From an optimization exercise on the open Yosys and OpenROAD flow, aimed at small area and a short achievable clock period; shortcuts taken in it are not production practice. Function was checked by simulation only, so behaviour that the tests miss may differ from the original. Power is estimated from default activity; no workload was simulated.

==> flow/design.v (outline; a module is shown in full before it is edited, if it fits) <==
// module dsp_27x27u: 2710 lines
// module mul_fa: 10 lines
// module mul_x2: 7 lines
// module mul_a2: 7 lines
// module mul_g0001: 8 lines
// module mul_g1010: 8 lines
// module mul_g1110: 8 lines
// module mul_p001: 7 lines
// module mul_p110: 7 lines
module dsp_27x27u #(
    parameter LATENCY = 2,
    parameter AX_WIDTH = 27,
    parameter AY_WIDTH = 27,
    parameter RESULT_A_WIDTH = 54
) (
    input   clock,
    input   resetn,
    input   ivalid,
    input   iready,
    output  ovalid,
    output  oready,
    input [AX_WIDTH-1:0] ax,
    input [AY_WIDTH-1:0] ay,
    output [RESULT_A_WIDTH-1:0] resulta
);
  // ...
==> flow/flow/run.sh <==
#!/bin/bash
# The standard layout (standard.sh), except that the buffers on the ports are
# plain buffers (buf_2) rather than the delay cells the default picks.
# make's output goes to standard.log; each ORFS step keeps its own log under orfs/logs.
set -euo pipefail
bash standard.sh finish "BUFFER_PORTS_ARGS=-buffer_cell sky130_fd_sc_hd__buf_2" > standard.log 2>&1
==> flow/standard.sh <==
#!/bin/bash
# synth_recipe.tcl (not shown) runs the flow's synth.tcl, then flattens the netlist and writes it again
# the make line also repeats each setting of config.mk as NAME=value (left out here)
make -C /OpenROAD-flow-scripts/flow DESIGN_CONFIG=/design/flow/config.mk WORK_HOME=/design/flow/orfs CLKGATE_MAP_FILE= SYNTH_SCRIPT=/design/flow/synth_recipe.tcl "${@:-finish}"
==> flow/config.mk <==
export PLATFORM = sky130hd
export DESIGN_NAME = dsp_27x27u
export DESIGN_NICKNAME = dsp_27x27u
export VERILOG_FILES = /design/flow/design.v
export SDC_FILE = /design/flow/constraint.sdc
export NUM_CORES = 4
export LEC_CHECK = 0
export CAP_MARGIN = 20
export CORE_MARGIN = 2
export CORE_UTILIZATION = 65
export SETUP_SLACK_MARGIN = 4.8
export SLEW_MARGIN = 20
export SYNTH_HIERARCHICAL = 1
export SYNTH_MINIMUM_KEEP_SIZE = 0
export TNS_END_PERCENT = 10
==> flow/constraint.sdc <==
create_clock -name core_clock -period 8.5 [get_ports {clock}]
set_input_delay 1.7000 -clock core_clock [delete_from_list [all_inputs] [get_ports {clock}]]
set_output_delay 1.7000 -clock core_clock [all_outputs]
set_load 0.01 [all_outputs]
==> summary.txt, run 1 <==
The floorplan step set the die height to 185 µm. For this run, global-route usage on met1 was measured as 0.530. The number of clock sinks came out at 196. The worst-case IR drop observed on VDD is 0.290 mV. The worst setup path is of the reg2reg kind. Per report_power, the Combinational row totals 0.00812 W. The area taken by multi-input logic gates came out at 16700 µm². The flow ran to the end and the layout has no timing, DRC or antenna violations. The post-synthesis average cell area came out at 9.51 µm². The critical path contains buffers and inverters numbering 0 combined.

The met1 routed wirelength after detailed routing came out at roughly 27000 µm. The number of tap cells inserted is 442. The depth of the worst register-to-register path came out at 9.

The sequential power is 0.00175 W. The biggest area consumer among synthesized cells is sky130_fd_sc_hd__fa_1. Leaving out fill and tap cells, the most frequent cell in the layout is sky130_fd_sc_hd__xnor2_1.

The tree is rooted in a sky130_fd_sc_hd__clkbuf_16. The power per standard cell area is 445 nW/µm². The combinational share of power is 0.759. The initial utilization of the core area, before any placement, comes to 0.656.

The width of the chip is 185 µm. The number of setup violations in the final report is 0. The count of standard-cell rows is 66. The xor-xnor portion of the synthesized cell area is 0.178. Ranked by instance count, the synthesized netlist is headed by sky130_fd_sc_hd__xnor2_1, sky130_fd_sc_hd__a221oi_1, sky130_fd_sc_hd__a22o_1. The most used routing layer in global routing is met2.

The worst setup path is captured at a register. The number of flops mapped to enable cells by yosys is 0. Measured on the finished design, the core utilization comes to 0.743.

In this design, the critical path's most frequently occurring cell is sky130_fd_sc_hd__fa_1. The data required time at the worst endpoint is roughly 9 ns. The layout clock buffer count is 17. The register clock-pin slew on the reported worst setup and hold paths came out at 0.08 ns.

The hold-critical path depth is 4.
==> run 2: changes to the inputs <==
--- a/flow/config.mk
+++ b/flow/config.mk
@@ -8,5 +8,5 @@
 export CAP_MARGIN = 20
 export CORE_MARGIN = 2
-export CORE_UTILIZATION = 65
+export CORE_UTILIZATION = 55
 export SETUP_SLACK_MARGIN = 4.8
 export SLEW_MARGIN = 20
==> run 2 against run 1 <==
  * Synthesized area unchanged
  * Critical path type is now reg2out
  * Register-to-register slack improved by 0.10 ns
  * Setup slack improved by 0.025 ns
  * Highest routed layer is now met4
  * Sequential cell count unchanged
  * Critical endpoint is now resulta[36]
==> summary.txt, run 2 <==
The maximum fanout encountered on the critical timing path is 5. The layout cell share with drive strength beyond 1 came out at 0.277. The top cell type's share of synthesized area is 0.187. The via count of the first global-routing pass was 17900. Of the total power, the share spent switching nets is 0.475. The layout overhead on the synthesized area is 15.4%.

The total net switching power is 0.00509 W. Following the worst setup path forward leads to its endpoint at resulta[36]. Routability-driven placement finished with a final weighted congestion of 0.959. The worst clock skew is 0.0138 ns. The number of flip-flops in the largest register is 29. The sequential element share of the synthesized area came out at 0.185. The number of nets at the end of the flow is 2563. The largest registers in the layout are x3r (29), xr (26), lowr (13). The internal reg-to-reg setup slack came out at 4.65 ns. The met2 track demand over resource is 0.504. The top register by number of flip-flops is x3r.

The internal power component is 0.00563 W. After routing, the total negative slack on setup checks comes to 0 ns. For this run, the top clock speed supported by timing is 255 MHz. The width of the chip is 201 µm (+8.5%). The overall die area is 40200 µm². The combinational share of power came out at 0.758 (about the same). The initial core utilization came out at 0.554 (-0.103). Across the run, the number of max-cap violations was 0. Counting the buffers created by CTS gives 17. Summing every instance area after synthesis gives approximately 21000 µm².

The cell sitting at the root of the clock tree is a sky130_fd_sc_hd__clkbuf_16. The count of pins over their slew limit came to 0. The register clock-pin slew on the reported worst setup and hold paths came out at 0.07 ns (about the same). The largest net degree at the start of global routing came out at 57. The number of buffers and inverters on the critical path came to 3 (+3). In this run the count of I/O pins placed on the die edge is 114. The maximum ir drop on the vdd rail is 0.264 mV (-9.1%). Counting distinct cell types in the post-synthesis netlist gives 30.

The number of failing hold endpoints at the final stage is 0. The share of the clock period used by the worst path is 0.462. The die outline height came out at 201 µm (+8.5%). The core footprint is 38400 µm². The count of standard-cell rows was 72 (+9.1%). The TritonCTS clock tree is built.

In this run the critical register-to-register path is captured at pr38. The power per standard cell area came to 437 nW/µm² (-1.8%). The worst setup margin is about 4.6 ns. On the critical path, the stage with the largest delay is an instance of sky130_fd_sc_hd__dfxtp_2. The family with the most delay on the worst path is compound AO/OA/AOI/OAI gates. Of the total power, registers draw 0.162. The HPWL after detailed placement is between 40000 and 50000 µm.

The slew at the pin closest to its max-slew limit came out at 0.681 ns. The overall routed net length is 72400 µm. The worst setup path is launched from a register. The post-synthesis average cell area came out at 9.51 µm² (unchanged). The most common cell in the synthesized netlist is sky130_fd_sc_hd__xnor2_1.

The leakage component of the power came out at 9.40 nW. The run finished with no timing, DRC or antenna violations. The post-placement worst setup slack is 4.44 ns.

The share of synthesized flip-flops with an asynchronous set or reset is 0. The number of flops mapped to enable cells by yosys came out at 0 (unchanged). Synthesis produced 2234 cells.

The global-route met3 utilization is 0.120. The relative slew slack is 0.545. The remaining antenna violation count is 0. The library cell used most frequently in the layout, excluding fill and tap cells, is sky130_fd_sc_hd__xnor2_1. The number of iterations in the first detailed-routing pass is 9. The most critical setup path has its startpoint at pr12. The synthesized design contains slightly below 200 register bits.

After detailed routing, the number of vias per cell comes to 6.65. The portion of total power attributed to the clock network is 0.079. The met1 layer usage reported by global route came to 0.478 (-0.0522). The depth of the worst register-to-register path is 10 (+1). Setup repair after global routing could not meet its margin everywhere.

Yosys attributes the largest share of cell area to sky130_fd_sc_hd__fa_1, sky130_fd_sc_hd__dfxtp_1, sky130_fd_sc_hd__xnor2_1, sky130_fd_sc_hd__a221oi_1, sky130_fd_sc_hd__a22o_1. The critical path depth is 9. The leftover overflow at the end of global routing came out at 0. The beginning of the worst register-to-register path is xr[21]. met2 is the most crowded layer.

The data arrival time of the critical path came out at 2.23 ns. STA classifies the critical path endpoint as an output port. The initial antenna violation count is 1.

For this run, the slowest stage of the critical path takes 0.34 ns. The category of the critical setup timing path is reg2out. The number of setup violations in the final report came to 0 (unchanged). The number of clock sinks was 196 (unchanged). The number of remaining DRC errors came out at 0. The count of buffers added on input and output ports is 108. The shortest period the worst path allows came out at between 3 and 4 ns. The most used flip-flop cell after synthesis is sky130_fd_sc_hd__dfxtp_1. The clock latency reported for the late side of the worst-skew pair came out at 0.47 ns. The H-tree was split into 4 levels.

The data required time at the worst endpoint came out at 6.80 ns (-2.04 ns). The detailed router's first-iteration violation count is 2160. The routed length per placed instance is between 20 and 30 µm. The first global-routing pass estimated 108000 µm of wire. The biggest area consumer among synthesized cells is sky130_fd_sc_hd__fa_1. The Yosys step of the flow raised 8 warnings. Traced cell by cell, the critical path runs through a21oi_4 > o21ai_4 > a21oi_4 > inv_2 > a21oi_2 > inv_1 > a21oi_2 > xnor2_1 > buf_2. The number of vias after detailed routing is 18400. The final standard cell utilization of the core is 0.639 (-0.104).

The path type of the worst min-delay path is reg2reg. Leaving out fill and tap cells, the most frequent cells in the layout are sky130_fd_sc_hd__xnor2_1, sky130_fd_sc_hd__a22o_1, sky130_fd_sc_hd__a221oi_1. For this run, the total global-route usage over all layers was measured as 0.349. The number of buffers on the longest clock path is 2.

The commonest cells after synthesis are sky130_fd_sc_hd__xnor2_1, sky130_fd_sc_hd__a221oi_1, sky130_fd_sc_hd__a22o_1.
-- run 2: changes by cell type in the layout (fill, tap and decap cells not counted), moves of 6 or more --
cell / previous run / this run
sky130_fd_sc_hd__a221oi_1: 197 / 170
sky130_fd_sc_hd__a221oi_2: 27 / 54
sky130_fd_sc_hd__fa_1: 179 / 167
sky130_fd_sc_hd__fa_2: 20 / 32
sky130_fd_sc_hd__buf_6: 30 / 19
sky130_fd_sc_hd__buf_12: 10 / 19
sky130_fd_sc_hd__buf_8: 3 / 10
sky130_fd_sc_hd__clkbuf_16: 17 / 24
sky130_fd_sc_hd__dfxtp_1: 146 / 139
sky130_fd_sc_hd__bufbuf_16: 6 / 0
sky130_fd_sc_hd__dfxtp_2: 41 / 47
-- run 2: cell type report --
| type | instances | area (µm²) |
|---|---|---|
| multi-input combinational | 1682 | 16900 |
| antenna | 1 | 2.50 |
| inverter | 108 | 405 |
| clock buffer | 18 | 429 |
| clock inverter | 14 | 196 |
| fill | 3276 | 13800 |
| tap | 518 | 648 |
| timing repair buffer | 224 | 1920 |
| sequential | 196 | 4020 |
-- run 2: power groups by stage --
stage	sequential [W]	clock [W]	combinational, W
after floorplan	0.00153	0	0.00574
after global placement	0.00168	0	0.00742
after detailed placement	0.00168	0	0.00760
after CTS	0.00169	0.000872	0.00784
after global routing	0.00176	0.000905	0.00898
final	0.00174	0.000852	0.00813
-- run 2: metrics by stage --
stage / area (µm²) / std cells / total power, W / hold slack [ns]
floorplan: 21400 / 2235 / 0.00727 / 0.523
global placement: 22100 / 2684 / 0.00910 / 0.855
detailed placement: 22100 / 2684 / 0.00929 / 0.865
CTS: 23300 / 2732 / 0.0104 / 0.887
global route: 24500 / 2760 / 0.0116 / 0.924
finish: 24500 / 2761 / 0.0107 / 0.870
-- run 2: how the worst min path moves through the flow --
stage,startpoint,to,slack [ns],cells after the start
2_1_floorplan,negr[0],lowr[0],0.52,1
3_3_place_gp,negr[0],lowr[0],0.86,2
3_5_place_dp,negr[0],lowr[0],0.87,2
4_1_cts,negr[0],lowr[0],0.89,2
5_1_grt,negr[0],lowr[0],0.92,2
6_report,x3r[0],lowr[0],0.87,4
-- run 2: timing repair --
item | in CTS | in global routing
setup buffers | 16 | 21
setup endpoints to repair | 71 | 83
resized for setup | 112 | 245
endpoints found under the hold margin | 0 | 0
hold buffers | 0 | 0
gates cloned | 0 | 7
pin swaps | 27 | 60
-- run 2: metal layers --
layer  wire (µm)  vias to the layer above
li1            -                     7924
met1       29700                     8926
met2       29800                     1275
met3        9950                      238
met4        2930                        0
met5           0                        -
-- run 2: tightest hold or removal path: stages (launching register included) --
cell and delay (ns):
sky130_fd_sc_hd__dfxtp_1 0.32, sky130_fd_sc_hd__buf_8 0.17, sky130_fd_sc_hd__o21ai_0 0.11, sky130_fd_sc_hd__xnor2_1 0.10, sky130_fd_sc_hd__xor2_1 0.13
-- run 2: logic make-up after synthesis --
kind of cell	synth area share
xor gates and xnor gates	0.178
DFF	0.185
adders and majority gates	0.233
muxes	0.00424
other	0.000176
AOI/OAI and AO/OA	0.272
buffers and inverters	0.0648
and+or+nand+nor	0.0635
-- run 2: modules after synthesis, one instance, submodules excluded --
module	flip-flops and latches	times used	cell area, µm²
dsp_27x27u	196	1	14000
mul_a2	0	92	6.26
mul_fa	0	199	20.0
mul_g0001	0	123	8.76
mul_g1010	0	1	12.5
mul_g1110	0	72	5.00
mul_p001	0	73	3.75
mul_p110	0	47	3.75
mul_x2	0	93	8.76
==> run 3: changes to the inputs <==
--- a/flow/config.mk
+++ b/flow/config.mk
@@ -8,8 +8,8 @@
 export CAP_MARGIN = 20
 export CORE_MARGIN = 2
-export CORE_UTILIZATION = 55
-export SETUP_SLACK_MARGIN = 4.8
+export CORE_UTILIZATION = 45
+export SETUP_SLACK_MARGIN = 4.9
 export SLEW_MARGIN = 20
 export SYNTH_HIERARCHICAL = 1
 export SYNTH_MINIMUM_KEEP_SIZE = 0
-export TNS_END_PERCENT = 10
+export TNS_END_PERCENT = 20
==> run 3 against run 2 <==
  * Sequential power barely moved
  * Maximum frequency fell by 0.28%
  * Via count fell by 0.90%
  * First-iteration DRC count fell by 11%
  * Synthesized area did not move
  * Core utilization fell by 10 points
  * Highest routed layer is now met5
  * Still clean on timing, DRC and antenna
  * Clock skew fell by 0.0013 ns
  * Synthesized cell count did not move
==> summary.txt, run 3 <==
The number of failing hold endpoints at the final stage came out at 0 (unchanged). The die outline height came to 221 µm (+10%). The sum of negative setup slack came to 0 ns (unchanged). The maximum fanout encountered on the critical timing path came out at 3 (-2). The clock latency reported for the late side of the worst-skew pair is 0.48 ns (about the same). The slew at the pin closest to its max-slew limit came out at 0.756 ns (+0.0753 ns). The synthesized flop and latch total was 196 (unchanged). The number of flip-flops in the largest register came to 29 (unchanged).

The CTS buffer count is 17 (unchanged). The number of maximum-capacitance constraint violations was 0 (unchanged). In the layout the commonest cells are sky130_fd_sc_hd__xnor2_1, sky130_fd_sc_hd__a22o_1, sky130_fd_sc_hd__a221oi_1. Ranked by instance count, the synthesized netlist is headed by sky130_fd_sc_hd__xnor2_1, sky130_fd_sc_hd__a221oi_1, sky130_fd_sc_hd__a22o_1.

The number of setup violations in the final report came out at 0 (unchanged). The largest net degree at the start of global routing came out at 57 (unchanged). The number of port buffers came out at 108 (unchanged). The number of buffers and inverters on the critical path was 1 (-2).

The core footprint was 46600 µm² (+21%). The relative slew slack is 0.495 (-0.0502). The share of synthesized flip-flops with an asynchronous set or reset came out at 0 (unchanged). The top register by number of flip-flops is x3r. The worst setup path is launched from a register.

The cell with the most instances after synthesis is sky130_fd_sc_hd__xnor2_1. The initial antenna violation count came to 1 (unchanged). The sequential element share of the synthesized area came to 0.185 (unchanged). The worst hold slack came out at 0.863 ns (-0.00657 ns). The via density per instance came out at 6.37 (-4.2%). The delay of the slowest cell on the worst path came to 0.39 ns (+0.05 ns). The count of cell types in the netlist is 30 (unchanged).

The area taken by multi-input logic gates came to 17200 µm² (+1.8%). The overall die area is 49000 µm² (+22%). The critical path is of the reg2out type. The largest registers in the layout are x3r (29), xr (26), lowr (13). The netlist area before placement came out at 21300 µm² (unchanged). The filler cell count is 4196 (+28%). The number of buffers on the longest clock path is 2 (unchanged). The total global routing track utilization is 0.295 (-0.0543). The number of nets at the end of the flow is 2571 (+0.31%). The placed cell area came out at 22300 µm² (+0.87%). The routed length per placed instance came out at 25.5 µm (-2.5%). Compared with the post-synthesis result, the final layout area differs by 17.5%.

The total I/O pin count came to 114 (unchanged). The worst clock skew came out at 0.0125 ns (-0.00131 ns). The detailed router's first-iteration violation count is 1918 (-11%). The sequential cell area in the final layout was 4050 µm² (+0.78%). TritonCTS built the clock tree.

The maximum achievable frequency is 254 MHz (-0.28%). The number of vias after detailed routing came out at 18200 (-0.90%). The width of the chip was 221 µm (+10%). The count of pins over their slew limit came out at 0 (unchanged). In this run the critical register-to-register path is launched from fourr[3]. The biggest area consumer among synthesized cells is sky130_fd_sc_hd__fa_1. The number of flops mapped to enable cells by yosys came out at 0 (unchanged).

The design area is 25000 µm² (+1.8%). The startpoint identified for the worst hold timing path is x3r[0]. Leaving out fill and tap cells, the most frequent cell in the layout is sky130_fd_sc_hd__xnor2_1.

The post-placement worst setup slack came out at 4.12 ns (-0.328 ns). The slowest stage of the critical path is the sky130_fd_sc_hd__dfxtp_2 cell. The hold-critical path depth came out at 4 (unchanged). The post-synthesis average cell area came to 9.51 µm² (unchanged). The maximum ir drop on the vdd rail is 0.317 mV (+20%). The overall routed net length came out at 73000 µm (+0.84%). The internal reg-to-reg setup slack came out at 4.64 ns (about the same). Setup repair after global routing could not meet its margin everywhere.

The signal on the critical path passes through nand2_2 > nor2_4 > nand2_2 > nor2_4 > nand2_2 > o21ai_4 > a21oi_2 > xnor2_1 > buf_2. The data required time at the worst endpoint came out at 6.80 ns (about the same). The leakage component of the power came out at 9.55 nW (+1.6%).

The share of the clock period used by the worst path came out at 0.464 (+0.00128). By area the synthesized netlist is led by sky130_fd_sc_hd__fa_1, sky130_fd_sc_hd__dfxtp_1, sky130_fd_sc_hd__xnor2_1, sky130_fd_sc_hd__a221oi_1, sky130_fd_sc_hd__a22o_1. The family with the most delay on the worst path is simple AND/OR/NAND/NOR gates. The CTS H-tree depth is 4 (unchanged).

The shortest period the worst path allows was 3.94 ns (+0.0109 ns). The remaining antenna violation count is 0 (unchanged). The total of warnings raised by yosys came to 8 (unchanged).

The number of iterations in the first detailed-routing pass came to 7 (-2). The top cell type's share of synthesized area came out at 0.187 (unchanged). The tightest min-delay check is of the reg2reg type. The most common flop cell mapped by yosys is sky130_fd_sc_hd__dfxtp_1. The number of clock sinks was 196 (unchanged).

The leftover overflow at the end of global routing is 0 (unchanged). The depth of the worst register-to-register path came out at 10 (unchanged). Counting stages on the worst path, the most repeated cell is sky130_fd_sc_hd__nand2_2. The gate count of the mapped netlist came out at 2234 (unchanged). The number of remaining DRC errors came out at 0 (unchanged). The worst register-to-register path ends at gr32. The routability-driven placement congestion ratio came out at 0.933 (-2.8%). The initial core utilization is 0.456 (-0.0973). Clock tree synthesis selected as its root buffer the cell sky130_fd_sc_hd__clkbuf_16. The count of standard-cell rows is 79 (+9.7%).

The HPWL after detailed placement came out at 47700 µm (+2.1%). STA classifies the critical path endpoint as an output port. The worst setup margin is 4.56 ns (-0.0109 ns). The data arrival time of the critical path is 2.24 ns (about the same).

The layout cell share with drive strength beyond 1 came out at 0.303 (+0.0257). The register clock-pin slew on the reported worst setup and hold paths came out at 0.07 ns (about the same). The via count of the first global-routing pass is 18400 (+2.7%). The global-route wire length before repair came out at 112000 µm (+3.4%).

The run finished with no timing, DRC or antenna violations. The overall power after layout came to 0.0108 W (+0.53%). The number of antenna cells inserted is 0 (-1).

For hold timing, the worst endpoint is lowr[0]. The power per standard cell area is 432 nW/µm² (-1.2%).
run 3: cell counts after synthesis:
No cell type changed its count.
run 3: layout make-up:
type,instances,share of cell area
timing repair buffer,232,0.0791
clock buffer,21,0.0188
inverter,108,0.0166
clock inverter,11,0.00371
multi-input combinational,1682,0.689
sequential,196,0.162
tap,607,0.0304
run 3: cells by family (layout without fill, tap and decap cells):
kind of cell,Yosys count,in the layout,share of synthesized area
compound gates,693,693,0.272
simple gates,271,271,0.0635
buf+inv,357,372,0.0648
mux,8,8,0.00424
other cells,1,2,0.000176
fa+ha+maj,276,276,0.233
xor+xnor,432,432,0.178
flops,196,196,0.185
run 3: worst max-delay path by stage:
stage / from / to / slack, ns / cells past startpoint
floorplan: fourr[3] / pr35 / 4.79 / 11
global placement: fourr[4] / pr32 / 4.17 / 9
detailed placement: fourr[4] / pr32 / 4.12 / 9
CTS: pr18 / resulta[48] / 4.50 / 10
global route: pr14 / resulta[36] / 4.46 / 9
finish: pr30 / resulta[46] / 4.56 / 9
run 3: modules after synthesis (local to each module, per instance), excerpt:
module	cells inside	copies in the design	cell area (µm²)
dsp_27x27u	1533	1	14000
mul_g1010	2	1	12.5
mul_g0001	1	123	8.76
mul_x2	1	93	8.76
mul_a2	1	92	6.26
mul_p110	1	47	3.75
mul_p001	1	73	3.75
run 3: worst register-to-register path: stages, from the launching register on:
cell and delay [ns]:
sky130_fd_sc_hd__dfxtp_4 0.40, sky130_fd_sc_hd__buf_12 0.16, sky130_fd_sc_hd__a22o_1 0.22, sky130_fd_sc_hd__a221oi_2 0.22, sky130_fd_sc_hd__xnor2_1 0.19, sky130_fd_sc_hd__fa_2 0.48
sky130_fd_sc_hd__fa_2 0.63, sky130_fd_sc_hd__fa_1 0.46, sky130_fd_sc_hd__fa_2 0.35, sky130_fd_sc_hd__fa_1 0.47, sky130_fd_sc_hd__and2_1 0.16
run 3: per-layer routing:
metal  vias to the layer above  track usage  part of all wire
met1                      8876        0.383              0.40
li1                       7952            -                 -
met4                         4        0.123             0.040
met5                         -      0.00489            0.0011
met2                      1135        0.439              0.43
met3                       231        0.109              0.13
run 3: repair_timing:
item,4_1_cts,5_1_grt
endpoints found under the setup margin,89,98
buffers inserted,35,9
hold buffers,0,0
gates resized for setup,304,110
gates cloned,8,0
pin swaps,100,58
run 3: where the power goes:
| part | internal [W] | switching, W | leakage (nW) | total (W) |
|---|---|---|---|---|
| Sequential | 0.00139 | 0.000376 | 1.65 | 0.00177 |
| Combinational | 0.00386 | 0.00439 | 7.62 | 0.00825 |
| Clock | 0.000404 | 0.000362 | 0.279 | 0.000766 |
run 3: stage by stage:
step           cells  utilization
3_3_place_gp    2773        0.479
3_5_place_dp    2773        0.479
4_1_cts         2848        0.525
2_1_floorplan   2235            -
6_report        2857        0.536
5_1_grt         2857        0.536

what the ideal ports hide:
How much do the figures lean on ideal ports? The routed layouts below were timed once more, with nothing changed but the port constraints.
Step 1 sets driving cells, clkbuf_16 on the clock port and buf_2 on the other inputs (assumed; they add their load-dependent delay and slew).
Step 2 moves the port delays by t, midway between the first and last clock arrival at a register: inputs arrive t later, outputs are due t later. That takes back most of the time a late clock gives input paths.
a / b / c = ideal ports / drivers / drivers and shift; a / b = the first two.
run | t (ns) | slack for setup (ns) | hold slack, ns | latest minus earliest clock arrival (ns) | worst data-port slew with drivers (ns)
run 1 | 0.509 | 4.546 / 4.512 / 4.546 | 0.873 / 0.873 / 0.873 | 0.011 / 0.012 | 0.04
run 2 | 0.526 | 4.571 / 4.511 / 4.493 | 0.870 / 0.870 / 0.870 | 0.014 / 0.013 | 0.05
run 3 | 0.526 | 4.560 / 4.506 / 4.626 | 0.863 / 0.863 / 0.863 | 0.012 / 0.013 | 0.05
After both steps setup and hold are still met in every run listed. For run 2, which loses most, drivers alone change the setup slack by -0.060 ns; drivers and shift together by -0.078 ns.
